This design comes from an exercise in tuning for small area, a short achievable clock period and few clock cycles on the open sky130 flow, not from production work.
Where RTL was checked, it was by simulation tests only, not by an equivalence proof against the original.
For runs 5 and 6, only the layout was checked, not whether the RTL still works.
Power figures rest on the tool's default switching activity, not on a simulated workload.

==> flow/design.v <==
`timescale 1ns / 1ps
module fifo(
clk,rst,wr_en,sft_rst,lfd_state,rd_en,data_in,data_out,full,empty
    );
    input clk,rst,wr_en,rd_en,sft_rst,lfd_state;
    input [7:0]data_in;
    output reg full,empty;
    output reg [7:0]data_out;
    reg [4:0]rd_ptr,wr_ptr;
    reg [5:0]count;
    reg temp;
    reg [8:0]mem[15:0];
    reg [4:0] increment;
    integer i;
    always @(posedge clk)
    begin
    if(!rst)
    temp<=0;
    else
    temp<=lfd_state;
    end
    always @(posedge clk)
    begin
    if(!rst||sft_rst) begin
    wr_ptr<=0;
    rd_ptr<=0;end
    else begin
    if(wr_en&&!full)
    wr_ptr<=wr_ptr+1;
    if(rd_en&&!empty)
    rd_ptr<=rd_ptr+1;
    end
    end
    always @(posedge clk)
    begin
    if(!rst||sft_rst)increment<=0;
    else if(wr_en&&!full&&!(rd_en&&!empty))increment<=increment+1;
    else if(rd_en&&!empty&&!(wr_en&&!full))increment<=increment-1;
    else increment<=increment;
    end
    always@(increment)
    begin
    empty<=(increment==5'd0)?1'b1:1'b0;
    full<=(increment==5'd16)?1'b1:1'b0;
    end
    always @(posedge clk)
    begin
    if(!rst||sft_rst)
    for( i=0;i<16;i=i+1)
    mem[i]<=0;
    if(wr_en&&!full)
    begin
    mem[wr_ptr[3:0]][7:0]<=data_in;
    mem[wr_ptr[3:0]][8]<=temp;
    end
    end
    always@(posedge clk)
    begin
    if(!rst)
    data_out<=8'd0;
    else if(sft_rst)
    data_out<=8'd0;
    else if(rd_en &&!empty)
    data_out<=mem[rd_ptr[3:0]][7:0];
    else data_out<=data_out;
    end
    always @(posedge clk)
    begin
    if(rd_en&& !empty)
    begin
    if(mem[rd_ptr[3:0]][8])count<=mem[rd_ptr[3:0]][7:2]+1'b1;
    else if(count!=0)count<=count-1;
    end
    else
    count<=count;
    end
endmodule
`timescale 1ns / 1ps
module fsm(clk,rst,pkt_valid,busy,parity_done,data_in,soft_reset0,soft_reset1,soft_reset2,low_packet_valid,fifo_empty_0,fifo_empty_1,fifo_empty_2,
detect_addr,lfd_state,laf_state,full_state,write_enb_reg,rst_int_reg,ld_state,fifo_full   );
input clk,rst,pkt_valid,parity_done,soft_reset0,soft_reset1,soft_reset2,low_packet_valid,fifo_empty_0,fifo_empty_1,fifo_empty_2,fifo_full;
input [1:0]data_in;
output busy,detect_addr,lfd_state,laf_state,full_state,write_enb_reg,rst_int_reg,ld_state ;
reg [1:0]temp;
parameter decode_address=3'b000,load_first_data=3'b001,load_data=3'b010,fifo_full_state=3'b011,load_after_full=3'b100,
load_parity=3'b101,check_parity_error=3'b110,wait_till_empty=3'b111;
reg [2:0]p_s,n_s;
always @(posedge clk)
begin
if(!rst)
temp<=0;
else if(detect_addr)
temp<=data_in;
else
temp<=temp;
end
always @(posedge clk)
begin
if(!rst)
p_s<=decode_address;
else if((soft_reset0&&temp==0)||(soft_reset1&&temp==1)||(soft_reset2&&temp==2))
p_s<=decode_address;
else
p_s<=n_s;
end
always @(*)
begin
case(p_s)
decode_address:
begin
 if((pkt_valid&&(data_in[1:0]==0)&&fifo_empty_0)||(pkt_valid&&(data_in[1:0]==1)&&fifo_empty_1)||(pkt_valid&&(data_in[1:0]==2)&&fifo_empty_2))
 n_s<=load_first_data;
 else if((pkt_valid&&(data_in[1:0]==0)&&!fifo_empty_0)||(pkt_valid&&(data_in[1:0]==1)&&!fifo_empty_1)||(pkt_valid&&(data_in[1:0]==2)&&!fifo_empty_2))
 n_s<=wait_till_empty;
 else
 n_s<=decode_address;
end
load_first_data:
 n_s<=load_data;
load_data:
begin
if(fifo_full)
n_s<=fifo_full_state;
else if(!fifo_full&&!pkt_valid)
n_s<=load_parity;
else
n_s<=load_data;
end
fifo_full_state:
if(!fifo_full)
n_s<=load_after_full;
else
n_s<=fifo_full_state;
load_after_full:
begin
if(!parity_done&&!low_packet_valid)
n_s<=load_data;
else if(!parity_done&&low_packet_valid)
n_s<=load_parity;
else if(parity_done)
n_s<=decode_address;
else
n_s<=load_after_full;
end
load_parity:
if(!fifo_full)
n_s<=check_parity_error;
else
n_s<=load_parity;
check_parity_error:
if(!fifo_full)
n_s<=decode_address;
else 
n_s<=check_parity_error;
wait_till_empty:
begin
if((fifo_empty_0&&(temp==0))||(fifo_empty_1&&(temp==1))||(fifo_empty_2&&(temp==2)))
n_s<=load_first_data;
else
n_s<=wait_till_empty;
end
default :n_s<=decode_address;
endcase
end
assign busy=((p_s==load_first_data)||(p_s==fifo_full_state)||(p_s==load_after_full)||(p_s==load_parity)||(p_s==check_parity_error)
||(p_s==wait_till_empty))?1'b1:1'b0;
assign detect_addr=(p_s==decode_address)?1'b1:1'b0;
assign ld_state=(p_s==load_data)?1'b1:1'b0;
assign laf_state=(p_s==load_after_full)?1'b1:1'b0;
assign full_state=(p_s==fifo_full_state)?1'b1:1'b0;
assign write_enb_reg=((p_s==load_data)||(p_s==load_after_full)||(p_s==load_parity))?1'b1:1'b0;
assign rst_int_reg=(p_s==check_parity_error)?1'b1:1'b0;
assign lfd_state=(p_s==load_first_data)?1'b1:1'b0;
endmodule
`timescale 1ns / 1ps
module router_register( clk,rst,pkt_valid,data_in,fifo_full,rst_int_reg,detect_addr,ld_state,laf_state,full_state,lfd_state,parity_done,
low_packet_valid,err,dout);
input clk,rst,pkt_valid,fifo_full,detect_addr,rst_int_reg,ld_state,laf_state,full_state,lfd_state;
input [7:0] data_in;
output reg err;
output reg parity_done,low_packet_valid;
output reg [7:0] dout;
reg [7:0] hld_header,fifo_full_byte,internal_parity,pkt_parity;
always @(posedge clk)
begin
if(!rst ||rst_int_reg)
low_packet_valid<=0;
else if (!pkt_valid &&(ld_state))
low_packet_valid<=1;
else low_packet_valid<=low_packet_valid;
end
always @(posedge clk)
if(pkt_valid&&detect_addr)
hld_header<=data_in;
always@(posedge clk)
if(fifo_full &&ld_state)
fifo_full_byte<=data_in;
always@(posedge clk)
begin
if(!rst||detect_addr)
parity_done<=0;
else if(!pkt_valid &&!fifo_full&&ld_state)
parity_done<=1;
else if(low_packet_valid && laf_state&&!parity_done)
parity_done<=1;
else 
parity_done<=parity_done;
end
always @(posedge clk) begin
if(!rst)
dout<=8'd0;
else if(ld_state&&!fifo_full)
dout<=data_in;
else if(lfd_state)
dout<=hld_header;
else if(laf_state)
dout<=fifo_full_byte;
end
always @(posedge clk)
begin
if(!rst)
err<=0;
else if (parity_done)
begin
 if (internal_parity==pkt_parity)
err<=0;
else
err<=1;
end
else
err<=0;
end
always@(posedge clk)
begin
if(!rst)
pkt_parity<=8'd0;
else if(!pkt_valid && ld_state&& !fifo_full)
pkt_parity<=data_in;
else if(laf_state&&!parity_done&&low_packet_valid)
pkt_parity<=fifo_full_byte;
else
pkt_parity<=pkt_parity;
end
always @(posedge clk)
begin
if(!rst||detect_addr)
internal_parity<=0;
else if(lfd_state)
internal_parity<=internal_parity^hld_header;
else if(ld_state &&!full_state && pkt_valid)
internal_parity<=internal_parity^data_in;
else
internal_parity<=internal_parity;
end
endmodule
`timescale 1ns / 1ps
module router_synchronizer(input detect_addr,write_enb_reg,clock,resetn,read_enb_0,read_enb_1,read_enb_2, full_0,full_1,full_2,empty_0,empty_1,empty_2,
 input [1:0]data_in,
output vld_out_0,vld_out_1,vld_out_2,output reg fifo_full,soft_reset_0,soft_reset_1,soft_reset_2,output reg [2:0]write_en );
reg [4:0]count_0,count_1,count_2;
reg [1:0] temp;
 always@(posedge clock)
 begin
 if(!resetn)
 temp<=2'b00;
 else if(detect_addr)
 temp<=data_in;
 else
 temp<=temp;
 end
 always @(*)
 begin
 case(temp)
 2'b00:fifo_full=full_0;
 2'b01:fifo_full=full_1;
 2'b10:fifo_full=full_2;
 default:fifo_full=1'b0;
 endcase
 end
 always @(*)
 begin
 if(write_enb_reg)
 case(temp)
 2'b00:write_en=3'b001;
 2'b01:write_en=3'b010;
 2'b10:write_en=3'b100;
 default:write_en=0;
 endcase
 else
 write_en=0;
 end
 assign vld_out_0=(!empty_0)?1'b1:1'b0;
  assign vld_out_1=(!empty_1)?1'b1:1'b0;
   assign vld_out_2=(!empty_2)?1'b1:1'b0;
   always @(posedge clock)
      begin
      if(!resetn)
      begin
      soft_reset_0<=1'b0;
      count_0<=5'b0; end
      else if(vld_out_0&&!read_enb_0)begin
      if(count_0==5'b11110)begin
         soft_reset_0<=1'b1;
         count_0<=0;end
         else begin
      count_0<=count_0+1;
      soft_reset_0<=0;end
      end
      else begin
      count_0<=0;
      soft_reset_0<=0;end
      end
   always @(posedge clock)
      begin
      if(!resetn)
      begin
      soft_reset_1<=1'b0;
      count_1<=5'b0; end
      else if(vld_out_1&&!read_enb_1)begin
      if(count_1==5'b11110)begin
         soft_reset_1<=1'b1;
         count_1<=0;end
         else begin
      count_1<=count_1+1;
      soft_reset_1<=0;end
      end
      else begin
      count_1<=0;
      soft_reset_1<=0;end
      end
   always @(posedge clock)
      begin
      if(!resetn)
      begin
      soft_reset_2<=1'b0;
      count_2<=5'b0; end
      else if(vld_out_2&&!read_enb_2)begin
      if(count_2==5'b11110)begin
         soft_reset_2<=1'b1;
         count_2<=0;end
         else begin
      count_2<=count_2+1;
      soft_reset_2<=0;end
      end
      else begin
      count_2<=0;
      soft_reset_2<=0;end
      end
endmodule
`timescale 1ns / 1ps
module router_top(clock,resetn,pkt_valid,read_enb_0,read_enb_1,read_enb_2,data_in,
				    busy,err,vld_out_0,vld_out_1,vld_out_2,data_out_0,data_out_1,data_out_2);
  input [7:0]data_in;
  input pkt_valid,clock,resetn,read_enb_0,read_enb_1,read_enb_2;
  output [7:0]data_out_0,data_out_1,data_out_2;
  output vld_out_0,vld_out_1,vld_out_2,err,busy;
	wire soft_reset_0,full_0,empty_0,soft_reset_1,full_1,empty_1,soft_reset_2,full_2,empty_2,
         fifo_full,detect_add,ld_state,laf_state,full_state,lfd_state,rst_int_reg,
         parity_done,low_packet_valid,write_enb_reg;
	wire [2:0]write_enb;
	wire [7:0]d_in;
	 fifo fifo_0(
   clock,resetn,write_enb[0],soft_reset_0,lfd_state,read_enb_0,d_in,data_out_0,full_0,empty_0
       );
		 fifo fifo_1(
         clock,resetn,write_enb[1],soft_reset_1,lfd_state,read_enb_1,d_in,data_out_1,full_1,empty_1
             );		   
	 fifo fifo_2(
               clock,resetn,write_enb[2],soft_reset_2,lfd_state,read_enb_2,d_in,data_out_2,full_2,empty_2
                   );
    router_register register( clock,resetn,pkt_valid,data_in,fifo_full,rst_int_reg,detect_add,ld_state,laf_state,full_state,lfd_state,parity_done,
    low_packet_valid,err,d_in);			  
  router_synchronizer sync_block( detect_add,write_enb_reg,clock,resetn,read_enb_0,read_enb_1,read_enb_2, full_0,full_1,full_2,empty_0,empty_1,empty_2,    
    data_in[1:0],
  vld_out_0,vld_out_1,vld_out_2, fifo_full,soft_reset_0,soft_reset_1,soft_reset_2 ,write_enb );
  fsm fsm_1(clock,resetn,pkt_valid,busy,parity_done,data_in[1:0],soft_reset_0,soft_reset_1,soft_reset_2,low_packet_valid,empty_0,empty_1,empty_2,
    detect_add,lfd_state,laf_state,full_state,write_enb_reg,rst_int_reg,ld_state,fifo_full   );  
endmodule
==> flow/run.sh <==
#!/bin/bash
# synth_recipe.tcl (not shown) runs the flow's synth.tcl, then flattens the netlist and writes it again
# the make line also repeats each setting of config.mk as NAME=value (left out here)
make -C /OpenROAD-flow-scripts/flow DESIGN_CONFIG=/design/flow/config.mk WORK_HOME=/design/flow/orfs CLKGATE_MAP_FILE= SYNTH_SCRIPT=/design/flow/synth_recipe.tcl finish
==> flow/config.mk <==
export PLATFORM = sky130hd
export DESIGN_NAME = router_top
export DESIGN_NICKNAME = router_top
export VERILOG_FILES = /design/flow/design.v
export SDC_FILE = /design/flow/constraint.sdc
export NUM_CORES = 4
export LEC_CHECK = 0
export CAP_MARGIN = 20
export CORE_MARGIN = 2
export CORE_UTILIZATION = 40
export SLEW_MARGIN = 20
==> flow/constraint.sdc <==
create_clock -name core_clock -period 5.0 [get_ports {clock}]
set_input_delay 1.0000 -clock core_clock [delete_from_list [all_inputs] [get_ports {clock}]]
set_output_delay 1.0000 -clock core_clock [all_outputs]
set_load 0.01 [all_outputs]
==> results of run 1 <==
==> routing by layer <==
layer / track usage (%) / share of wire (%)
met1: 24.7 / 46
met2: 28.1 / 46
met3: 3.35 / 5.0
met4: 5.76 / 3.0
met5: 0 / 0
==> Yosys cell counts (3+ instances only) <==
cell type  instances  area [µm²]
nor3_2             8        80.1
inv_1             22        82.6
o21a_1             3        22.5
mux2i_1           13         130
a21boi_0          10        75.1
nor2b_1           15        93.8
a221oi_1           8        70.1
o211a_1           10         100
nand2_1          100         375
a31oi_1            3        18.8
o21ai_0            3        15.0
or2_2             49         307
dfxtp_1          113        2260
fa_1               3        60.1
clkinv_1           3        11.3
buf_4              6        45.0
buf_2             15        75.1
nor2_1            96         360
and2_1           388        2430
nor3_4             4        65.1
mux4_2           120        2700
a21oi_1           56         280
nand2b_1          13        81.3
or3_1              6        37.5
nand2_2           11        68.8
ha_1              33         413
nor3_1             9        45.0
nor2_2            12        75.1
buf_1              7        26.3
and3_1             3        18.8
nor4_1             3        18.8
edfxtp_1         400       12000
nand4_1            9        56.3
a21o_1             4        30.0
xor2_1            41         359
xnor2_1           13         114
clkbuf_1          83         312
nand3_1            9        45.0
==> area by class of cell <==
cell class | instances | area, µm²
clock inverter | 30 | 238
timing repair buffer | 58 | 553
tap | 773 | 967
fill | 5152 | 32200
sequential | 513 | 14300
multi-input combinational | 1077 | 8780
inverter | 25 | 93.8
clock buffer | 72 | 1560
==> stage by stage <==
stage          instances  setup WS [ns]  hold WS, ns  utilization (%)
3_5_place_dp        2445          0.674        0.453             42.0
5_1_grt             2548           1.01        0.481             45.1
3_3_place_gp        2445          0.747        0.443             42.0
6_report            2548           1.29        0.459             45.1
4_1_cts             2547           1.32        0.462             45.1
2_1_floorplan       1727           1.96        0.430                -
==> cell usage in the layout (no fill, tap or decap), types with 41 or more instances in the layout <==
cell type	count
clkbuf_16	59
clkdlybuf4s50_1	42
a21oi_1	56
and2_1	388
or2_2	49
xor2_1	41
dfxtp_1	102
mux4_2	120
nand2_1	100
edfxtp_1	400
nor2_1	96
==> final timing paths <==
path / slack [ns] / end
max: 1.29 / fifo_1.increment[4]
min: 0.46 / fifo_0.data_out[3]
max reg2reg: 1.36 / fifo_2.increment[4]
min reg2reg: 0.46 / fifo_0.data_out[3]
==> report_power, final <==
group | total [W] | switching, W | internal, W
Combinational | 0.00282 | 0.00153 | 0.00129
Sequential | 0.00568 | 0.000713 | 0.00497
Clock | 0.00404 | 0.00170 | 0.00234
Total | 0.0125 | 0.00394 | 0.00860
==> cell families (layout without fill, tap and decap cells) <==
logic type / count (synthesis) / after routing / share of synthesized area, %
AOI/OAI and AO/OA: 108 / 108 / 3.00
xor gates and xnor gates: 54 / 54 / 2.00
adders and majority gates: 36 / 36 / 2.00
buffers and inverters: 137 / 185 / 2.38
DFF: 513 / 513 / 60.5
muxes: 133 / 133 / 12.0
and+or+nand+nor: 746 / 746 / 18.1
==> worst max-delay path, stage by stage <==
cell,delay (ns)
clkdlybuf4s50_1,0.49
and2_1,0.43
clkinv_1,0.43
ha_1,0.38
inv_1,0.15
ha_1,0.27
nor2b_1,0.15
o21a_1,0.18
or3_1,0.30
a21oi_1,0.19
xnor2_1,0.14
nor2_1,0.05
==> summary.md, run 1 <==
| Metric | Value |
|---|---|
| Share of cells above drive strength 1 | 18.3% |
| Initial antenna violation count | 0 |
| CORE AREA | 58,700 µm² |
| Biggest regs | fifo_0.mem: 128 flops, fifo_1.mem: 128 flops, fifo_2.mem: 128 flops |
| P per Cell Area | approximately 470 nW/µm² |
| Final Power | 0.0125 W |
| Pleak | 9.57 nW |
| Setup TNS | 0 ns |
| CTS clock-pin slew for the worst setup and hold paths | approximately 0.060 ns |
| Gpl congestion | 0.783 |
| WP data required | ~5.5 ns |
| Asr flop ratio synth | 0% |
| Crit share post-route | 74.2% |
| Worst Skew | approximately 0.011 ns |
| Final setup viols | 0 |
| Hold Buf Count CTS | 0 |
| DR WL/cell | 20.6 µm |
| Fin crit period | 3.71 ns |
| Slew Limit Fails | 0 |
| Critical Path Sink Type | register |
| R2R depth | 14 |
| Slew @ Worst Pin | 0.899 ns |
| DIE AREA | 61,000 µm² |
| WS Path Type | in2reg |
| Area of placed instances | 24,700 µm² |
| Max-capacitance violation count | 0 |
| Clock latency (worst-skew pair) | 0.60 ns |
| Hold path cells | 2 |
| DRT iter0 DRCs | 938 |
| Outcome | finished clean |
| First-pass GRT wire length | 82.2 mm |
| Worst ir drop on vdd | between 300 and 400 µV |
| Final nets | 1,780 |
| Main synth FF type | edfxtp_1 |
| Die height | 247 µm |
| Die X | 247 µm |
| Largest net degree at the start of global routing | 50 |
| CTS tree | done |
| Vias per cell | 5.17 |
| Buffers on Ports | 42 |
| Remaining DRCs | 0 |
| Final instance area | 26,500 µm² |
| Hold Crit Class | reg2reg |
| Yosys reg bits | 513 |
| Fin. Hold Viols | 0 |
| Area growth syn-to-layout | 12.2% |
| ANT cells | 0 |
| Final ANT Viol Nets | 0 |
| GRT overflow | 0 |
| Row cnt | between 80 and 90 |
| Initial Utilization | about 40% |
| Hold_sp | fifo_0.data_out[3] |
| Register area share after synthesis | 60.5% |
| Fmax | approximately 0.27 GHz |
| Gate Count Post-Synth | 1,727 |
| Arrival time worst endpoint | around 4.2 ns |
| Peak fanout along the critical path | 13 |
| Initial DRT Pass Iterations | 5 |
| Avg Cell Area, Syn | 13.7 µm² |
| Number of flops mapped to enable cells by yosys | 400 |
| Synth Cell Area | 23,600 µm² |
| RR Startpoint | fifo_2.increment[0] |
| Net Count, Synth | 1,777 |
| Sink Count | slightly above 500 |
| H-tree lvl count | 2 |
| Vias in the first global route | 13,493 |
| Post-synth cell types | between 50 and 60 |
| RSZ-0062 raised after global routing | no |
| Resize count post-CTS | 0 |
| Postcts setup bufs | 0 |
| Clock Path Buffers | 3 |
| Nature of the critical path startpoint | input pin |
| CTS root buffer | clkbuf_16 |
| Vias | ~13,000 |
| CP startpoint | read_enb_1 |
| Final WL | 52.5 mm |
| Total track usage | between 15 and 20% |
| Synth warn | 4 |
| Final HPWL DP | 33.2 mm |
| CTS buffer count | between 50 and 60 |
| Relative slew slack | 40.1% |
| Ports | 43 |
Testbench counts, summed over its fixed seeds: cycles 31,359.
==> inputs of run 2 (changes only) <==
==> flow/design.v (replaced) <==
`timescale 1ns / 1ps
module fifo(
  input clk,
  input rst_n,
  input [7:0] din,
  input wr,
  input rd_enb,
  output vld,
  output full_next,
  output [7:0] dout
);
  reg c1, c2;           
  reg wp, rp;           
  reg [7:0] m0, m1;
  wire rd = rd_enb & c1;
  always @(posedge clk) begin
    if (!c2 && !wp) m0 <= din;
    if (!c2 && wp) m1 <= din;
  end
  always @(posedge clk)
    if (!rst_n) begin
      c1 <= 1'b0; c2 <= 1'b0; wp <= 1'b0; rp <= 1'b0;
    end else begin
      if (wr) wp <= ~wp;
      if (rd) rp <= ~rp;
      c1 <= wr | c2 | (c1 & ~rd);
      c2 <= ~rd & (c2 | (c1 & wr));
    end
  assign full_next = ~rd & (c2 | (c1 & wr));
  assign vld = c1;
  assign dout = rp ? m0 : m1;
endmodule
`timescale 1ns / 1ps
module router_top(clock,resetn,pkt_valid,read_enb_0,read_enb_1,read_enb_2,data_in,
                  busy,err,vld_out_0,vld_out_1,vld_out_2,data_out_0,data_out_1,data_out_2);
  input [7:0] data_in;
  input pkt_valid,clock,resetn,read_enb_0,read_enb_1,read_enb_2;
  output [7:0] data_out_0,data_out_1,data_out_2;
  output vld_out_0,vld_out_1,vld_out_2,err,busy;
  reg busy_q, in_pkt, pe, err_q;
  reg [1:0] addr;
  reg [7:0] par;
  wire take = ~busy_q & (in_pkt | pkt_valid);
  wire [1:0] tgt = in_pkt ? addr : data_in[1:0];
  wire [2:0] wr = {take & (tgt == 2'd2), take & (tgt == 2'd1), take & (tgt == 2'd0)};
  wire [2:0] full_next;
  wire in_pkt_next = take ? pkt_valid : in_pkt;
  fifo fifo_0(clock, resetn, data_in, wr[0], read_enb_0, vld_out_0, full_next[0], data_out_0);
  fifo fifo_1(clock, resetn, data_in, wr[1], read_enb_1, vld_out_1, full_next[1], data_out_1);
  fifo fifo_2(clock, resetn, data_in, wr[2], read_enb_2, vld_out_2, full_next[2], data_out_2);
  always @(posedge clock)
    if (!resetn) begin
      busy_q <= 1'b0; in_pkt <= 1'b0; pe <= 1'b0; err_q <= 1'b0;
    end else begin
      in_pkt <= in_pkt_next;
      busy_q <= in_pkt_next ? full_next[tgt] : |full_next;
      pe <= take & in_pkt & ~pkt_valid;         
      err_q <= pe & (|par);
    end
  always @(posedge clock) begin
    addr <= tgt;
    if (!in_pkt) par <= data_in;
    else if (!busy_q) par <= par ^ data_in;
  end
  assign busy = busy_q;
  assign err = err_q;
endmodule
--- a/flow/config.mk
+++ b/flow/config.mk
@@ -8,4 +8,5 @@
 export CAP_MARGIN = 20
 export CORE_MARGIN = 2
 export CORE_UTILIZATION = 40
+export SETUP_SLACK_MARGIN = 3.0
 export SLEW_MARGIN = 20
==> summary.md, run 2 <==
| Metric | Value |
|---|---|
| Share of cells above drive strength 1 | 38.3% (+20 points) |
| Max-capacitance violation count | 0 (unchanged) |
| Vias in the first global route | 1,693 (-87%) |
| Area growth syn-to-layout | 34.5% |
| Largest net degree at the start of global routing | 22 (-56%) |
| Sw Ratio | 22.2% (-9.2 points) |
| # placed instances | 323 (-87%) |
| H-tree lvl count | 3 (+1) |
| DIE AREA | 7930 µm² (-87%) |
| WP data required | 4.00 ns (-1.47 ns) |
| Critical Path Sink Type | output pin |
| Cell with the most instances after synthesis | edfxtp_1 |
| Initial Utilization | 40.6% (+0.32 points) |
| Remaining DRCs | 0 (unchanged) |
| Die X | 89.1 µm (-64%) |
| Main synth FF type | edfxtp_1 |
| Gate Count Post-Synth | 189 (-89%) |
| Sw Pwr | 0.000296 W (-92%) |
| Seq pwr share | 55.4% (+10 points) |
| Number of flops mapped to enable cells by yosys | 56 (-86%) |
| Logic gate share of total power | 12.3% (-10 points) |
| Cell taking the most area after synthesis | edfxtp_1 |
| CTS clock-pin slew for the worst setup and hold paths | 0.07 ns (about the same) |
| Clock Path Buffers | 2 (-1) |
| Synth top cells by count | 56 x edfxtp_1, 24 x mux2_2, 18 x dfxtp_1 |
| Leading post-synthesis cells by cell area | edfxtp_1 58%, dfxtp_1 12%, mux2_2 9.3% |
| Hold Slack | 0.436 ns (-0.0230 ns) |
| Pleak | 1.52 nW (-84%) |
| Register area share after synthesis | 70.6% (+10 points) |
| Met2 usage | 23.5% (-4.5 points) |
| Slew Limit Fails | 0 (unchanged) |
| Synth warn | 2 (-2) |
| Fin. Hold Viols | 0 (unchanged) |
| Top Usage Layer GRT | met2 |
| Asr flop ratio synth | 0% (unchanged) |
| CTS root buffer | clkbuf_8 |
| Outcome | finished clean |
| Int Power | 0.00103 W (-88%) |
| Post-synth cell types | 36 (-35%) |
| ANT cells | 0 (unchanged) |
| Fillers | 616 (-88%) |
| Final setup viols | 0 (unchanged) |
| GRT overflow | 0 (unchanged) |
| CORE AREA | 7140 µm² (-88%) |
| CTS tree | done |
| Final Instance Count excl. Fillers | 355 (-86%) |
| Ports | 43 (unchanged) |
| Initial antenna violation count | 0 (unchanged) |
| Net Count, Synth | 203 (-89%) |
| Row cnt | 31 (-65%) |
| Fin util | 54.6% (+9.4 points) |
| Final nets | 265 (-85%) |
| Die height | 89.1 µm (-64%) |
| Top cell type's share of synthesized area | 58.1% (+7.2 points) |
| Final ANT Viol Nets | 0 (unchanged) |
| Crit share post-route | 45.4% (-29 points) |
| Arrival time worst endpoint | 1.27 ns (-2.91 ns) |
| Worst ir drop on vdd | 141 µV (-54%) |
| Most common cell after layout, fill and taps aside | edfxtp_1 |
| Total track usage | 15.0% (-2.7 points) |
| Sink Count | 74 (-86%) |
| Slew @ Worst Pin | 0.823 ns (-0.0758 ns) |
| DR WL/cell | 15.2 µm (-26%) |
| Yosys reg bits | 74 (-86%) |
| Worst Skew | 0.00575 ns (-0.00553 ns) |
| M3 GR Usage | 4.80% (+1.4 points) |
| Vias | 1,684 (-87%) |
| Gpl congestion | 0.798 (+1.9%) |
| Clock latency (worst-skew pair) | 0.34 ns (-0.26 ns) |
| Most frequent cells in the layout | 56 x edfxtp_1, 27 x buf_6, 24 x mux2_4 |
| Peak fanout along the critical path | 5 (-8) |
| First-pass GRT wire length | 8.48 mm (-90%) |
| Setup TNS | 0 ns (unchanged) |
| Global-route met1 utilization | 19.2% (-5.5 points) |
| P per Cell Area | 341 nW/µm² (-28%) |
| Synth Cell Area | 2890 µm² (-88%) |
| CTS buffer count | 9 (-84%) |
| Initial DRT Pass Iterations | 4 (-1) |
| Hold Crit Class | reg2reg |
| Relative slew slack | 44.9% (+4.8 points) |
| RSZ-0062 raised after global routing | yes |
| Avg Cell Area, Syn | 15.3 µm² (+12%) |
| Fmax | 0.440 GHz (+63%) |
| DRT iter0 DRCs | 83 (-91%) |
| Fin crit period | 2.27 ns (-1.44 ns) |
| Clock Power Share | 32.3% (about the same) |
| WS Path Type | reg2out |
| Final WL | 5.39 mm (-90%) |
| Nature of the critical path startpoint | register |
| Vias per cell | 4.74 (-8.3%) |
| Final HPWL DP | 3.41 mm (-90%) |
| Buffers on Ports | 42 (unchanged) |
## run 2: cell types whose count changed after synthesis, sizes merged, moves of 78 or more
cell / previous run / this run
and2: 388 / 8
clkbuf: 83 / 5
dfxtp: 113 / 18
edfxtp: 400 / 56
mux4: 120 / 0
nand2: 112 / 16
nor2: 108 / 6
## run 2: final cells by class
| cell class | instances | area, µm² | area share [%] |
|---|---|---|---|
| tap | 99 | 124 | 3.18 |
| clock inverter | 4 | 42.5 | 1.09 |
| inverter | 2 | 7.51 | 0.193 |
| timing repair buffer | 58 | 606 | 15.6 |
| multi-input combinational | 106 | 922 | 23.7 |
| clock buffer | 12 | 135 | 3.47 |
| sequential | 74 | 2060 | 52.8 |
## run 2: cell families (layout without fill, tap and decap cells)
group | Yosys count | in the layout | share of synthesized area, %
simple gates | 50 | 50 | 9.21
buf+inv | 9 | 76 | 1.25
mux | 25 | 25 | 9.68
compound gates | 17 | 17 | 5.06
flops | 74 | 74 | 70.6
xor+xnor | 14 | 14 | 4.24
## run 2: through the flow
stage / total power, W / area, µm² / setup slack (ns)
finish: 0.00133 / 3890 / 2.73
global route: 0.00139 / 3890 / 2.69
CTS: 0.00134 / 3840 / 2.71
detailed placement: 0.000886 / 3410 / 2.03
global placement: 0.000883 / 3410 / 2.09
floorplan: 0.000816 / 2890 / 2.93
## run 2: what timing repair did
item                                    in CTS  in global routing
hold buffers                                 0                  0
endpoints found under the setup margin      38                 27
pin swaps                                    0                  5
buffers inserted                            11                  5
cloned                                       0                  0
gates resized for setup                    181                 13
## run 2: worst paths after layout
check,from,endpoint,slack (ns),cells after the start
setup reg to reg,in_pkt,busy_q,3.34,4
setup / recovery,fifo_0.rp,data_out_0[1],2.73,3
hold reg to reg,pe,err_q,0.44,2
hold / removal,pe,err_q,0.44,2
## run 2: critical path: stages (launching register included)
cell and delay, ns:
dfxtp_4 0.36, buf_12 0.14, mux2_4 0.31, buf_6 0.12
## run 2: per-layer routing
metal / part of all wire [%] / routed length (µm) / up-vias
met5: 0 / 0 / -
met4: 2.2 / 116 / 0
li1: - / - / 815
met3: 4.7 / 252 / 9
met2: 48 / 2570 / 46
met1: 45 / 2450 / 814
## run 2: power by group through the flow
stage | sequential, W | combinational (W) | clock [W]
global placement | 0.000751 | 0.000133 | 0
global route | 0.000742 | 0.000178 | 0.000466
CTS | 0.000736 | 0.000162 | 0.000441
detailed placement | 0.000752 | 0.000134 | 0
finish | 0.000737 | 0.000163 | 0.000429
floorplan | 0.000742 | 0.0000744 | 0
Testbench counts of run 2, summed over its fixed seeds: cycles 28,230.
==> inputs of run 3 (changes only) <==
--- a/flow/config.mk
+++ b/flow/config.mk
@@ -7,6 +7,8 @@
 export LEC_CHECK = 0
 export CAP_MARGIN = 20
 export CORE_MARGIN = 2
-export CORE_UTILIZATION = 40
+export CORE_UTILIZATION = 60
+export CTS_CLUSTER_DIAMETER = 100
+export CTS_CLUSTER_SIZE = 40
 export SETUP_SLACK_MARGIN = 3.0
 export SLEW_MARGIN = 20
==> summary.md, run 3 <==
| Metric | Value |
|---|---|
| Die height | 73.5 µm (-18%) |
| Largest net degree at the start of global routing | 22 (unchanged) |
| Register area share after synthesis | 70.6% (unchanged) |
| DR WL met2 | 3.08 mm (+20%) |
| Most frequent cells in the layout | 56 x edfxtp_1, 28 x buf_6, 24 x mux2_4 |
| Slew Limit Fails | 0 (unchanged) |
| Yosys reg bits | 74 (unchanged) |
| Gate Count Post-Synth | 189 (unchanged) |
| Final setup viols | 0 (unchanged) |
| Final WL | 5.94 mm (+10%) |
| Vias | 1,760 (+4.5%) |
| Fillers | 222 (-64%) |
| CTS buffer count | 9 (unchanged) |
| Most common cell after layout, fill and taps aside | edfxtp_1 |
| Total track usage | 23.2% (+8.2 points) |
| Seq pwr share | 50.5% (-4.9 points) |
| Met1 wire length | 2.53 mm (+3.1%) |
| Fin crit period | 2.26 ns (-0.00592 ns) |
| Asr flop ratio synth | 0% (unchanged) |
| Synth Cell Area | 2890 µm² (unchanged) |
| DRT iter0 DRCs | 103 (+24%) |
| Cell taking the most area after synthesis | edfxtp_1 |
| # placed instances | 278 (-14%) |
| CP startpoint | fifo_0.rp |
| Routed wire length on met3 | 252 µm (unchanged) |
| Synth top cells by count | 56 x edfxtp_1, 24 x mux2_2, 18 x dfxtp_1 |
| CTS tree | done |
| Final nets | 269 (+1.5%) |
| Number of flops mapped to enable cells by yosys | 56 (unchanged) |
| Nature of the critical path startpoint | register |
| Initial DRT Pass Iterations | 4 (unchanged) |
| DIE AREA | 5390 µm² (-32%) |
| Crit share post-route | 45.3% (-0.12 points) |
| Slew @ Worst Pin | 0.772 ns (-0.0515 ns) |
| Cell with the most instances after synthesis | edfxtp_1 |
| Vias in the first global route | 1,773 (+4.7%) |
| Critical Path Sink Type | output pin |
| Pleak | 1.57 nW (+3.7%) |
| ANT cells | 0 (unchanged) |
| Main synth FF type | edfxtp_1 |
| Clock Path Buffers | 2 (unchanged) |
| Final ANT Viol Nets | 0 (unchanged) |
| Ports | 43 (unchanged) |
| Area growth syn-to-layout | 37.4% |
| Fin. Hold Viols | 0 (unchanged) |
| Max Used Layer | met4 |
| Avg Cell Area, Syn | 15.3 µm² (unchanged) |
| RSZ-0062 raised after global routing | yes |
| WS Path Type | reg2out |
| Fmax | 0.442 GHz (+0.26%) |
| Setup TNS | 0 ns (unchanged) |
| Outcome | finished clean |
| Share of cells above drive strength 1 | 40.8% (+2.5 points) |
| Final Instance Count excl. Fillers | 314 (-12%) |
| CTS root buffer | clkbuf_8 |
| DR WL/cell | 18.9 µm (+25%) |
| Die X | 73.5 µm (-18%) |
| GRT overflow | 0 (unchanged) |
| P per Cell Area | 368 nW/µm² (+7.9%) |
| Worst ir drop on vdd | 273 µV (+93%) |
| Max-capacitance violation count | 0 (unchanged) |
| WP data required | 4.00 ns (about the same) |
| Row cnt | 25 (-19%) |
| Top cell type's share of synthesized area | 58.1% (unchanged) |
| Synth warn | 2 (unchanged) |
| RR Startpoint | in_pkt |
| Area of placed instances | 3350 µm² (-1.7%) |
| Worst Skew | 0.00802 ns (+0.00227 ns) |
| Clock Power Share | 37.7% (+5.4 points) |
| Peak fanout along the critical path | 4 (-1) |
| Sink Count | 74 (unchanged) |
| Final HPWL DP | 3.51 mm (+3.1%) |
| CORE AREA | 4690 µm² (-34%) |
| Remaining DRCs | 0 (unchanged) |
| Final Power | 0.00146 W (+10%) |
| Vias per cell | 5.61 (+18%) |
| Sw Ratio | 21.4% (-0.87 points) |
| Hold Crit Class | reg2reg |
| CTS clock-pin slew for the worst setup and hold paths | 0.08 ns (about the same) |
| Hold_sp | pe |
| H-tree lvl count | 3 (unchanged) |
| Buffers on Ports | 42 (unchanged) |
| Net Count, Synth | 203 (unchanged) |
| Initial antenna violation count | 0 (unchanged) |
| Leading post-synthesis cells by cell area | edfxtp_1 58%, dfxtp_1 12%, mux2_2 9.3% |
| Arrival time worst endpoint | 1.26 ns (about the same) |
| Final instance area | 3980 µm² (+2.1%) |
| Int Power | 0.00115 W (+11%) |
| Hold Slack | 0.428 ns (-0.00747 ns) |
| Relative slew slack | 48.4% (+3.5 points) |
| Post-synth cell types | 36 (unchanged) |
| Logic gate share of total power | 11.7% (-0.6 points) |
| Clock latency (worst-skew pair) | 0.34 ns (about the same) |
| Gpl congestion | 0.767 (-4.0%) |
| First-pass GRT wire length | 8.90 mm (+5.0%) |
| Initial Utilization | 61.7% (+21 points) |
| Sw Pwr | 0.000313 W (+5.9%) |
## run 3: cell counts after synthesis
Identical to the previous run, type by type.
## run 3: metrics by stage
stage / utilization [%] / setup slack [ns]
after floorplan: - / 2.93
after global placement: 71.5 / 2.17
after detailed placement: 71.5 / 2.08
after CTS: 82.6 / 2.73
after global routing: 84.7 / 2.70
final: 84.7 / 2.74
## run 3: kinds of logic (layout without fill, tap and decap cells)
family	after synthesis	after routing	synth area share, %
AOI/OAI and AO/OA	17	17	5.06
xor gates and xnor gates	14	14	4.24
buffers and inverters	9	80	1.25
DFF	74	74	70.6
muxes	25	25	9.68
and+or+nand+nor	50	50	9.21
## run 3: what timing repair did
item	in CTS	in global routing
gates cloned	0	0
setup buffers	12	8
endpoints found under the setup margin	38	28
hold buffers	0	0
pin swaps	3	7
hold endpoints to repair	0	0
gates resized for setup	186	14
## run 3: worst paths after layout
kind | end | slack, ns | depth (start not counted)
setup reg to reg | busy_q | 3.25 | 4
setup / recovery | data_out_0[2] | 2.74 | 3
hold reg to reg | err_q | 0.43 | 2
hold / removal | err_q | 0.43 | 2
## run 3: critical path, cell delays in order, from the launching register on
cell     delay [ns]
dfxtp_4        0.38
buf_6          0.13
mux2_4         0.30
buf_6          0.12
## run 3: power groups by stage
stage	Combinational, W	Clock (W)	Sequential [W]
global route	0.000182	0.000579	0.000745
detailed placement	0.000133	0	0.000754
finish	0.000172	0.000553	0.000740
floorplan	0.0000744	0	0.000742
CTS	0.000164	0.000556	0.000739
global placement	0.000129	0	0.000750
## run 3: cell type report
cell class              count  area [µm²]  area share (%)
clock inverters             4        70.1            1.76
well taps                  54        67.6            1.70
clock buffers              12         178            4.47
repair buffers             62         662            16.6
inverters                   2        7.51           0.189
multi-input cells         106         935            23.5
flip-flops and latches     74        2060            51.7
## run 3: layer usage
layer  global-route usage [%]  vias up
met3                     3.98        8
met5                        0        -
met4                     10.1        0
met1                     29.2      872
li1                         -      822
met2                     39.6       58
==> inputs of run 4 (changes only) <==
--- a/flow/config.mk
+++ b/flow/config.mk
@@ -7,8 +7,5 @@
 export LEC_CHECK = 0
 export CAP_MARGIN = 20
 export CORE_MARGIN = 2
-export CORE_UTILIZATION = 60
-export CTS_CLUSTER_DIAMETER = 100
-export CTS_CLUSTER_SIZE = 40
-export SETUP_SLACK_MARGIN = 3.0
+export CORE_UTILIZATION = 40
 export SLEW_MARGIN = 20
==> summary.md, run 4 <==
| Metric | Value |
|---|---|
| Outcome | finished clean |
| Resize count post-CTS | 0 (-100%) |
| Gpl congestion | 0.796 (+3.8%) |
| Total track usage | 14.2% (-9.0 points) |
| Area of the multi-input gates | 816 µm² (-13%) |
| Register area share after synthesis | 70.6% (unchanged) |
| Adder-cell share of the synthesized area | 0% (unchanged) |
| Most frequent cells in the layout | 56 x edfxtp_1, 42 x clkdlybuf4s50_1, 24 x mux2_2 |
| Largest family of logic cells by synthesized area | multiplexers |
| CTS buffer count | 9 (unchanged) |
| CP top delay family | flip-flops |
| Multiplexer share of the synthesized area | 9.68% (unchanged) |
| Initial DRT Pass Iterations | 4 (unchanged) |
| Area growth syn-to-layout | 26.2% |
| Die X | 89.1 µm (+21%) |
| Die height | 89.1 µm (+21%) |
| Worst ir drop on vdd | 175 µV (-36%) |
| Fin crit period | 2.85 ns (+0.587 ns) |
| Cell with the most instances after synthesis | edfxtp_1 |
| Top cell type's share of synthesized area | 58.1% (unchanged) |
| Final Instance Count excl. Fillers | 339 (+8.0%) |
| Critical Path, Cell by Cell | mux2_2 -> clkdlybuf4s50_1 |
| Final HPWL DP | 3.38 mm (-3.7%) |
| Worst path bufs/invs | 1 (-1) |
| Initial Utilization | 40.6% (-21 points) |
| Most common cell after layout, fill and taps aside | edfxtp_1 |
| Arrival time worst endpoint | 1.85 ns (+0.59 ns) |
| Avg Cell Area, Syn | 15.3 µm² (unchanged) |
| Worst Skew | 0.00531 ns (-0.00272 ns) |
| Leading post-synthesis cells by cell area | edfxtp_1 58%, dfxtp_1 12%, mux2_2 9.3% |
| Hold Crit Class | reg2reg |
| Asr flop ratio synth | 0% (unchanged) |
| Buffers on Ports | 42 (unchanged) |
| CORE AREA | 7140 µm² (+52%) |
| Crit share post-route | 57.0% (+12 points) |
| Fillers | 650 (+190%) |
| Cell taking the most area after synthesis | edfxtp_1 |
| Final setup viols | 0 (unchanged) |
| Vias | 1,630 (-7.4%) |
| GRT overflow | 0 (unchanged) |
| Number of flops mapped to enable cells by yosys | 56 (unchanged) |
| RSZ-0062 raised after global routing | no |
| Remaining DRCs | 0 (unchanged) |
| Synth Area in XOR/XNOR | 4.24% (unchanged) |
| Final Power | 0.00142 W (-3.1%) |
| WS Path Type | reg2out |
| H-tree lvl count | 3 (unchanged) |
| Vias in the first global route | 1,614 (-9.0%) |
| Synth Cell Area | 2890 µm² (unchanged) |
| DRT iter0 DRCs | 73 (-29%) |
| Net Count, Synth | 203 (unchanged) |
| Nature of the critical path startpoint | register |
| Hold Buf Count CTS | 0 (unchanged) |
| Slew @ Worst Pin | 0.881 ns (+0.109 ns) |
| Final nets | 249 (-7.4%) |
| Initial antenna violation count | 0 (unchanged) |
| DR WL/cell | 14.7 µm (-22%) |
| Worst setup margin | 2.15 ns (-0.587 ns) |
| Peak fanout along the critical path | 9 (+5) |
| Critical Path Sink Type | output pin |
| Post-synthesis simple-gate area fraction | 9.21% (unchanged) |
| Setup Slack @ Placement | 2.04 ns (-0.0402 ns) |
| Synth top cells by count | 56 x edfxtp_1, 24 x mux2_2, 18 x dfxtp_1 |
| CTS clock-pin slew for the worst setup and hold paths | 0.07 ns (about the same) |
| # placed instances | 323 (+16%) |
| Final ANT Viol Nets | 0 (unchanged) |
| Vias per cell | 4.81 (-14%) |
| DIE AREA | 7930 µm² (+47%) |
| Slew Limit Fails | 0 (unchanged) |
| Clock latency (worst-skew pair) | 0.34 ns (about the same) |
| CP max stage cell | dfxtp_1 |
| Fin util | 51.2% (-34 points) |
| Relative slew slack | 41.1% (-7.4 points) |
| Pleak | 1.29 nW (-18%) |
| Clock Path Buffers | 2 (unchanged) |
| Max-capacitance violation count | 0 (unchanged) |
| Final WL | 4.99 mm (-16%) |
| Gate Count Post-Synth | 189 (unchanged) |
| Share of cells above drive strength 1 | 19.2% (-22 points) |
| Fin. Hold Viols | 0 (unchanged) |
| Synth warn | 2 (unchanged) |
| Postcts setup bufs | 0 (-12) |
| ANT cells | 0 (unchanged) |
| Post-synth cell types | 36 (unchanged) |
| CTS tree | done |
| P per Cell Area | 389 nW/µm² (+5.6%) |
| Main synth FF type | edfxtp_1 |
| CP startpoint | fifo_0.rp |
| Hold_sp | pe |
| Yosys reg bits | 74 (unchanged) |
| WP data required | 4.00 ns (about the same) |
| First-pass GRT wire length | 7.93 mm (-11%) |
| RR Startpoint | in_pkt |
| Ports | 43 (unchanged) |
| Slowest stage delay, CP | 0.62 ns (+0.24 ns) |
| Row cnt | 31 (+24%) |
| Largest net degree at the start of global routing | 22 (unchanged) |
| Setup TNS | 0 ns (unchanged) |
| CTS root buffer | clkbuf_8 |
| Sink Count | 74 (unchanged) |
| Sequential Area | 2040 µm² (-0.73%) |
| Fmax | 0.351 GHz (-21%) |
| Synth Area in Compound Gates | 5.06% (unchanged) |
-- run 4: cells by family (layout without fill, tap and decap cells) --
| logic type | Yosys count | in the layout |
|---|---|---|
| multiplexers | 25 | 25 |
| buffers and inverters | 9 | 60 |
| AND/OR/NAND/NOR | 50 | 50 |
| XOR/XNOR | 14 | 14 |
| AO/OA/AOI/OAI | 17 | 17 |
| flip-flops | 74 | 74 |
-- run 4: tightest hold or removal path, stage by stage (launching register included) --
cell and delay [ns]:
dfxtp_1 0.30, nand2_1 0.05, a21oi_1 0.03
-- run 4: layout make-up --
class	instances	area share [%]
clock buffer	10	3.77
clock inverter	6	2.84
inverter	2	0.206
multi-input combinational	106	22.3
sequential	74	55.9
tap	99	3.39
timing repair buffer	42	11.5
-- run 4: stage by stage --
stage	instance area (µm²)	hold slack, ns
after global routing	3650	0.445
final	3650	0.425
after global placement	3410	0.428
after detailed placement	3410	0.417
after CTS	3650	0.429
after floorplan	2890	0.397
-- run 4: path summary, 6_finish.rpt --
check / to / slack, ns / depth (start not counted)
worst max-delay path: data_out_0[1] / 2.15 / 2
worst min-delay path: err_q / 0.42 / 2
worst max register to register: busy_q / 3.09 / 4
worst min register to register: err_q / 0.42 / 2
-- run 4: report_power, final --
part           internal (W)  total, W  switching [W]  leakage, nW
registers          0.000716  0.000738      0.0000220        0.701
clock network      0.000342  0.000550       0.000208        0.124
logic             0.0000703  0.000132      0.0000621        0.461
total               0.00113   0.00142       0.000292         1.29
-- run 4: metal layers --
layer,vias up,global-route usage (%),wire length [µm]
met4,0,9.50,144
met2,51,21.4,2300
li1,786,-,-
met3,10,3.51,311
met5,-,0,0
met1,783,18.2,2240
==> inputs of run 5 (changes only) <==
==> flow/design.v (replaced) <==
`timescale 1ns / 1ps
module fifo(
  input clk,
  input rst_n,
  input [7:0] din,
  input wr,
  input rd_enb,
  output vld,
  output c1_q,
  output c2_q,
  output [7:0] dout
);
  reg c1, c2, b;
  reg [7:0] ra, rb;
  wire rd = rd_enb & c1;
  always @(posedge clk) begin
    if (b) ra <= rb;
    if (!c2) rb <= din;
  end
  always @(posedge clk)
    if (!rst_n) begin
      c1 <= 1'b0; c2 <= 1'b0; b <= 1'b0;
    end else begin
      c1 <= wr | c2 | (c1 & ~rd);
      c2 <= ~rd & (c2 | (c1 & wr));
      b <= (wr & (~c1 | rd)) | (c2 & rd);
    end
  assign vld = c1;
  assign c1_q = c1;
  assign c2_q = c2;
  assign dout = ra;
endmodule
`timescale 1ns / 1ps
module router_top(clock,resetn,pkt_valid,read_enb_0,read_enb_1,read_enb_2,data_in,
                  busy,err,vld_out_0,vld_out_1,vld_out_2,data_out_0,data_out_1,data_out_2);
  input [7:0] data_in;
  input pkt_valid,clock,resetn,read_enb_0,read_enb_1,read_enb_2;
  output [7:0] data_out_0,data_out_1,data_out_2;
  output vld_out_0,vld_out_1,vld_out_2,err,busy;
  reg busy_q, in_pkt, pe, err_q;
  reg [1:0] addr;
  reg [7:0] par;
  wire take = ~busy_q & (in_pkt | pkt_valid);
  wire [1:0] tgt = in_pkt ? addr : data_in[1:0];
  wire [2:0] wr = {take & (tgt == 2'd2), take & (tgt == 2'd1), take & (tgt == 2'd0)};
  wire [2:0] c1, c2;
  wire [2:0] rdq = {read_enb_2, read_enb_1, read_enb_0};
  fifo fifo_0(clock, resetn, data_in, wr[0], read_enb_0, vld_out_0, c1[0], c2[0], data_out_0);
  fifo fifo_1(clock, resetn, data_in, wr[1], read_enb_1, vld_out_1, c1[1], c2[1], data_out_1);
  fifo fifo_2(clock, resetn, data_in, wr[2], read_enb_2, vld_out_2, c1[2], c2[2], data_out_2);
  wire [2:0] p = c1 & ~rdq;
  wire [2:0] q = c2 & ~rdq;
  wire any_q = |q;
  reg busy_n;
  always @(*)
    if (in_pkt) begin
      if (busy_q) busy_n = q[addr];
      else if (pkt_valid) busy_n = p[addr];
      else busy_n = any_q | p[addr];
    end else begin
      if (!busy_q && pkt_valid) busy_n = p[data_in[1:0]];
      else busy_n = any_q;
    end
  always @(posedge clock)
    if (!resetn) begin
      busy_q <= 1'b0; in_pkt <= 1'b0; pe <= 1'b0; err_q <= 1'b0;
    end else begin
      in_pkt <= take ? pkt_valid : in_pkt;
      busy_q <= busy_n;
      pe <= take & in_pkt & ~pkt_valid;         
      err_q <= pe & (|par);
    end
  always @(posedge clock) begin
    addr <= tgt;
    if (!in_pkt) par <= data_in;
    else if (!busy_q) par <= par ^ data_in;
  end
  assign busy = busy_q;
  assign err = err_q;
endmodule
--- a/flow/config.mk
+++ b/flow/config.mk
@@ -8,4 +8,5 @@
 export CAP_MARGIN = 20
 export CORE_MARGIN = 2
 export CORE_UTILIZATION = 40
+export SETUP_SLACK_MARGIN = 3.0
 export SLEW_MARGIN = 20
==> summary.md, run 5 <==
| Metric | Value |
|---|---|
| Register area share after synthesis | 78.4% (+7.8 points) |
| Main synth FF type | edfxtp_1 |
| Vias in the first global route | 1,389 (-14%) |
| RSZ-0062 raised after global routing | yes |
| Fmax | 0.504 GHz (+44%) |
| Final HPWL DP | 2.97 mm (-12%) |
| Initial DRT Pass Iterations | 4 (unchanged) |
| Worst setup margin | 3.02 ns (+0.870 ns) |
| CORE AREA | 6030 µm² (-16%) |
| Nature of the critical path startpoint | register |
| ANT cells | 0 (unchanged) |
| Initial Utilization | 42.0% (+1.4 points) |
| Slew @ Worst Pin | 0.628 ns (-0.253 ns) |
| First-pass GRT wire length | 6.71 mm (-15%) |
| Relative slew slack | 58.1% (+17 points) |
| Asr flop ratio synth | 0% (unchanged) |
| Most common cell after layout, fill and taps aside | edfxtp_1 |
| R2R depth | 5 (+1) |
| P per Cell Area | 390 nW/µm² (+0.37%) |
| Yosys reg bits | 71 (-4.1%) |
| Critical Path Sink Type | output pin |
| DRT iter0 DRCs | 92 (+26%) |
| Leading post-synthesis cells by cell area | edfxtp_1 67%, dfxtp_1 12%, xnor2_1 2.8% |
| Top cell type's share of synthesized area | 66.5% (+8.4 points) |
| Critical Path, Cell by Cell | dlygate4sd2_1 |
| Largest net degree at the start of global routing | 17 (-23%) |
| Fin crit period | 1.98 ns (-0.870 ns) |
| Crit share post-route | 39.6% (-17 points) |
| Cell with the most instances after synthesis | edfxtp_1 |
| Hold Slack | 0.418 ns (-0.00637 ns) |
| Ports | 43 (unchanged) |
| Slowest stage delay, CP | 0.39 ns (-0.23 ns) |
| Final nets | 223 (-10%) |
| Final setup viols | 0 (unchanged) |
| WS Path Type | reg2out |
| Fin. Hold Viols | 0 (unchanged) |
| Max-capacitance violation count | 0 (unchanged) |
| Pleak | 1.20 nW (-6.9%) |
| Area growth syn-to-layout | 31.6% |
| Most frequent cells in the layout | 56 x edfxtp_1, 23 x clkdlybuf4s15_1, 17 x nand2_1 |
| Synth warn | 2 (unchanged) |
| Setup TNS | 0 ns (unchanged) |
| # placed instances | 268 (-17%) |
| Die X | 83.5 µm (-6.2%) |
| CTS root buffer | clkbuf_8 |
| Post-synth cell types | 27 (-25%) |
| Net Count, Synth | 169 (-17%) |
| DIE AREA | 6970 µm² (-12%) |
| CP max stage cell | dfxtp_4 |
| Hold path cells | 0 (-2) |
| Final Instance Count excl. Fillers | 288 (-15%) |
| Gpl congestion | 0.910 (+14%) |
| Worst Skew | 0.00785 ns (+0.00255 ns) |
| Arrival time worst endpoint | 0.98 ns (-0.87 ns) |
| Final WL | 4.21 mm (-16%) |
| Setup Slack @ Placement | 2.35 ns (+0.312 ns) |
| Peak fanout along the critical path | 8 (-1) |
| Remaining DRCs | 0 (unchanged) |
| Vias per cell | 4.88 (+1.4%) |
| Hold Buf Count CTS | 0 (unchanged) |
| H-tree lvl count | 3 (unchanged) |
| Row cnt | 28 (-9.7%) |
| Worst path bufs/invs | 1 (unchanged) |
| CTS clock-pin slew for the worst setup and hold paths | 0.06 ns (about the same) |
| Buffers on Ports | 42 (unchanged) |
| Hold Crit Class | reg2reg |
| Die height | 83.5 µm (-6.2%) |
| GRT overflow | 0 (unchanged) |
| Share of cells above drive strength 1 | 18.8% (-0.39 points) |
| Clock Path Buffers | 2 (unchanged) |
| CTS buffer count | 9 (unchanged) |
| Vias | 1,404 (-14%) |
| Stages on worst setup path | 1 (-1) |
| Synth Cell Area | 2530 µm² (-13%) |
| WP data required | 4.00 ns (about the same) |
| Sink Count | 71 (-4.1%) |
| Synth top cells by count | 56 x edfxtp_1, 17 x nand2_1, 15 x dfxtp_1 |
| Initial antenna violation count | 0 (unchanged) |
| Gate Count Post-Synth | 155 (-18%) |
| Total track usage | 12.6% (-1.6 points) |
| Outcome | finished clean |
| Final ANT Viol Nets | 0 (unchanged) |
| Avg Cell Area, Syn | 16.3 µm² (+6.5%) |
| Number of flops mapped to enable cells by yosys | 56 (unchanged) |
| DR WL/cell | 14.6 µm (-0.85%) |
| CP top delay family | flip-flops |
| CTS tree | done |
| Worst ir drop on vdd | 231 µV (+32%) |
| Cell taking the most area after synthesis | edfxtp_1 |
| Clock latency (worst-skew pair) | 0.33 ns (about the same) |
| Slew Limit Fails | 0 (unchanged) |
| Final Power | 0.00130 W (-8.5%) |
[run 5: changes by cell type in the layout (fill, tap and decap cells not counted), sizes merged, moves of 3 or more]
| cell | before | now |
|---|---|---|
| clkdlybuf4s15 | 0 | 24 |
| a21oi | 4 | 9 |
| and2 | 8 | 0 |
| dlygate4sd2 | 0 | 6 |
| nor3b | 0 | 3 |
| inv | 2 | 5 |
| xnor2 | 11 | 8 |
| buf | 0 | 5 |
| dfxtp | 18 | 15 |
| xor2 | 3 | 0 |
| clkdlybuf4s50 | 42 | 8 |
| mux2 | 24 | 1 |
[run 5: metrics by stage]
step	util, %	instance area (µm²)
2_1_floorplan	-	2530
3_3_place_gp	50.1	3020
3_5_place_dp	50.1	3020
4_1_cts	54.1	3260
5_1_grt	55.2	3330
6_report	55.2	3330
[run 5: area by class of cell]
type | instances | area (µm²)
multi-input combinational | 75 | 546
tap | 75 | 93.8
sequential | 71 | 1990
timing repair buffer | 47 | 447
inverter | 5 | 18.8
clock buffer | 9 | 124
clock inverter | 6 | 110
fill | 482 | 2700
[run 5: kinds of logic after synthesis]
kind of cell / synth area share (%)
buffers and inverters: 1.63
AND/OR/NAND/NOR: 9.80
flip-flops: 78.4
AO/OA/AOI/OAI: 5.79
XOR/XNOR: 2.77
multiplexers: 1.63
[run 5: what timing repair did]
| action | 4_1_cts | 5_1_grt |
|---|---|---|
| buffers inserted | 0 | 5 |
| resized for setup | 48 | 29 |
| setup endpoints to repair | 39 | 27 |
| pin swaps | 0 | 3 |
[run 5: path summary, 6_finish.rpt]
check | from | to | slack, ns
min | fifo_0.rb[6] | fifo_0.ra[6] | 0.42
min reg2reg | fifo_0.rb[6] | fifo_0.ra[6] | 0.42
max reg2reg | in_pkt | fifo_2.b | 3.20
max | busy_q | busy | 3.02
[run 5: routing by layer]
metal	up-vias	global-route usage, %	routed length [µm]
li1	674	-	-
met3	11	3.36	218
met2	48	21.3	2190
met4	0	7.04	88
met1	671	14.7	1710
met5	-	0	0
[run 5: where the power goes]
| part | leakage (nW) | total [W] | internal (W) | switching, W |
|---|---|---|---|---|
| sequential | 0.681 | 0.000695 | 0.000673 | 0.0000216 |
| clock | 0.113 | 0.000524 | 0.000328 | 0.000196 |
| combinational | 0.404 | 0.0000807 | 0.0000420 | 0.0000387 |
| total | 1.20 | 0.00130 | 0.00104 | 0.000256 |
==> inputs of run 6 (changes only) <==
--- a/flow/config.mk
+++ b/flow/config.mk
@@ -8,5 +8,5 @@
 export CAP_MARGIN = 20
 export CORE_MARGIN = 2
 export CORE_UTILIZATION = 40
-export SETUP_SLACK_MARGIN = 3.0
+export SETUP_SLACK_MARGIN = 3.3
 export SLEW_MARGIN = 20
==> summary.md, run 6 <==
| Metric | Value |
|---|---|
| Top cell type's share of synthesized area | 66.5% (unchanged) |
| Avg Cell Area, Syn | 16.3 µm² (unchanged) |
| Max-capacitance violation count | 0 (unchanged) |
| Setup TNS | 0 ns (unchanged) |
| Remaining DRCs | 0 (unchanged) |
| Fin crit period | 1.86 ns (-0.127 ns) |
| CORE AREA | 6030 µm² (unchanged) |
| Largest net degree at the start of global routing | 17 (unchanged) |
| Peak fanout along the critical path | 1 (-7) |
| Total track usage | 14.1% (+1.5 points) |
| Net Count, Synth | 169 (unchanged) |
| Relative slew slack | 73.0% (+15 points) |
| Most common cell after layout, fill and taps aside | edfxtp_1 |
| Final nets | 229 (+2.7%) |
| Worst ir drop on vdd | 188 µV (-19%) |
| Final ANT Viol Nets | 0 (unchanged) |
| Critical Path Sink Type | output pin |
| Most frequent cells in the layout | 56 x edfxtp_1, 25 x buf_2, 17 x nand2_1 |
| Share of cells above drive strength 1 | 38.6% (+20 points) |
| WS Path Type | reg2out |
| Fin. Hold Viols | 0 (unchanged) |
| Worst setup margin | 3.14 ns (+0.127 ns) |
| Worst path bufs/invs | 1 (unchanged) |
| Initial DRT Pass Iterations | 4 (unchanged) |
| Cell with the most instances after synthesis | edfxtp_1 |
| Critical Path, Cell by Cell | buf_2 |
| ANT cells | 0 (unchanged) |
| Hold Buf Count CTS | 0 (unchanged) |
| CTS clock-pin slew for the worst setup and hold paths | 0.07 ns (about the same) |
| Arrival time worst endpoint | 0.86 ns (-0.12 ns) |
| GRT overflow | 0 (unchanged) |
| H-tree lvl count | 3 (unchanged) |
| RSZ-0062 raised after global routing | yes |
| Synth warn | 2 (unchanged) |
| Die X | 83.5 µm (unchanged) |
| Final setup viols | 0 (unchanged) |
| Row cnt | 28 (unchanged) |
| WP data required | 4.00 ns (about the same) |
| Crit share post-route | 37.1% (-2.5 points) |
| Pleak | 1.20 nW (+0.30%) |
| Area growth syn-to-layout | 29.7% |
| Final HPWL DP | 3.01 mm (+1.6%) |
| Yosys reg bits | 71 (unchanged) |
| Slew @ Worst Pin | 0.405 ns (-0.223 ns) |
| Sink Count | 71 (unchanged) |
| CTS buffer count | 9 (unchanged) |
| Asr flop ratio synth | 0% (unchanged) |
| Vias | 1,444 (+2.8%) |
| Die height | 83.5 µm (unchanged) |
| Synth Cell Area | 2530 µm² (unchanged) |
| Main synth FF type | edfxtp_1 |
| Slowest stage delay, CP | 0.38 ns (about the same) |
| Cell taking the most area after synthesis | edfxtp_1 |
| CP max stage cell | edfxtp_1 |
| Worst Skew | 0.00853 ns (+0.000680 ns) |
| Register area share after synthesis | 78.4% (unchanged) |
| Initial antenna violation count | 0 (unchanged) |
| Hold Slack | 0.421 ns (+0.00237 ns) |
| Post-synth cell types | 27 (unchanged) |
| Clock latency (worst-skew pair) | 0.33 ns (about the same) |
| Gpl congestion | 0.814 (-10%) |
| Final WL | 4.54 mm (+7.9%) |
| DRT iter0 DRCs | 84 (-8.7%) |
| Nature of the critical path startpoint | register |
| Setup Slack @ Placement | 2.35 ns (+0.00480 ns) |
| Leading post-synthesis cells by cell area | edfxtp_1 67%, dfxtp_1 12%, xnor2_1 2.8% |
| Vias in the first global route | 1,499 (+7.9%) |
| Buffers on Ports | 42 (unchanged) |
| Clock Path Buffers | 2 (unchanged) |
| CP top delay family | flip-flops |
| Number of flops mapped to enable cells by yosys | 56 (unchanged) |
| Outcome | finished clean |
| DIE AREA | 6970 µm² (unchanged) |
| Gate Count Post-Synth | 155 (unchanged) |
| DR WL/cell | 15.4 µm (+5.4%) |
| Hold Crit Class | reg2reg |
| P per Cell Area | 384 nW/µm² (-1.5%) |
| CTS tree | done |
| CTS root buffer | clkbuf_8 |
| Ports | 43 (unchanged) |
| Synth top cells by count | 56 x edfxtp_1, 17 x nand2_1, 15 x dfxtp_1 |
| Initial Utilization | 42.0% (unchanged) |
| Fmax | 0.539 GHz (+6.8%) |
| Final Power | 0.00126 W (-2.9%) |
| Fin util | 54.4% (-0.79 points) |
| First-pass GRT wire length | 7.50 mm (+12%) |
| Slew Limit Fails | 0 (unchanged) |
| Vias per cell | 4.89 (+0.41%) |
## run 6: cell types whose count changed in the layout (fill, tap and decap cells not counted), moves of 5 or more
cell / previous run / this run
buf_4: 5 / 10
buf_2: 0 / 25
dlygate4sd2_1: 6 / 0
buf_6: 0 / 6
clkdlybuf4s15_1: 23 / 0
## run 6: stage by stage
step                      instance area (µm²)  instances
after global routing                     3280        295
after CTS                                3240        292
after global placement                   3040        268
after detailed placement                 3040        268
after floorplan                          2540        155
final                                    3280        295
## run 6: metal layers
metal / share of wire [%] / track usage [%] / vias to the layer above
met5: 0 / 0 / -
met4: 1.3 / 4.40 / 0
met3: 6.4 / 6.03 / 6
met2: 49 / 22.9 / 38
met1: 43 / 17.2 / 708
li1: - / - / 692
## run 6: cell families after synthesis
group	share of synthesized area, %
compound gates	5.79
xor+xnor	2.77
buf+inv	1.63
flops	78.4
mux	1.63
simple gates	9.80
## run 6: path summary, 6_finish.rpt
kind,start,endpoint,slack [ns],cells after the start
worst max-delay path,fifo_2.ra[1],data_out_2[1],3.14,1
worst min-delay path,fifo_2.rb[6],fifo_2.ra[6],0.42,0
worst max register to register,in_pkt,fifo_0.b,3.39,6
worst min register to register,fifo_2.rb[6],fifo_2.ra[6],0.42,0
## run 6: area by class of cell
type                       instances  area [µm²]
clock inverter                     7        87.6
multi-input combinational         75         583
clock buffer                       9         124
sequential                        71        1990
inverter                           5        18.8
timing repair buffer              53         383
tap                               75        93.8
fill                             504        2750
## run 6: repair_timing
action                                  CTS  global route
buffers inserted                          8             3
endpoints found under the setup margin   44            39
endpoints found under the hold margin     0             0
pin swaps                                 7             8
gates resized for setup                 161            16
## run 6: where the power goes
part | internal, W | switching [W]
registers | 0.000673 | 0.0000207
logic | 0.0000482 | 0.0000437
clock network | 0.000276 | 0.000199

[what the ideal ports hide]
The flow's constraints put no driver on any port. The routed layouts listed below were extracted and timed again, unchanged, in two steps. Step 1 (the two cells are an assumption about what drives the block):
set clk [get_ports {clock}]
set_driving_cell -lib_cell sky130_fd_sc_hd__clkbuf_16 $clk
set_driving_cell -lib_cell sky130_fd_sc_hd__buf_2 [delete_from_list [all_inputs] $clk]
Step 2 times the ports against the registers' clock, not the clock port: input delays grow and output delays shrink by t, the midpoint of the rising clock arrivals with the driver on. a / b / c = ideal ports / drivers / drivers and shift; a / b = the first two.
run | t, ns | setup slack, ns | worst setup path after step 2 | latest minus earliest clock arrival (ns) | worst slew at a driven data input, ns
run 1 | 0.653 | 1.292 / 1.328 / 0.675 | input to register | 0.015 / 0.015 | 0.06
run 2 | 0.363 | 2.729 / 2.702 / 2.673 | input to register | 0.009 / 0.010 | 0.03
run 3 | 0.358 | 2.735 / 2.708 / 2.640 | input to register | 0.010 / 0.011 | 0.06
run 4 | 0.365 | 2.148 / 2.117 / 2.041 | input to register | 0.007 / 0.007 | 0.03
run 5 | 0.350 | 3.018 / 2.992 / 2.685 | input to register | 0.008 / 0.008 | 0.04
run 6 | 0.349 | 3.144 / 3.121 / 2.840 | input to register | 0.009 / 0.010 | 0.06
After both steps setup and hold are still met in every run listed. For run 1, which loses most, drivers alone change the setup slack by +0.036 ns; drivers and shift together by -0.617 ns.
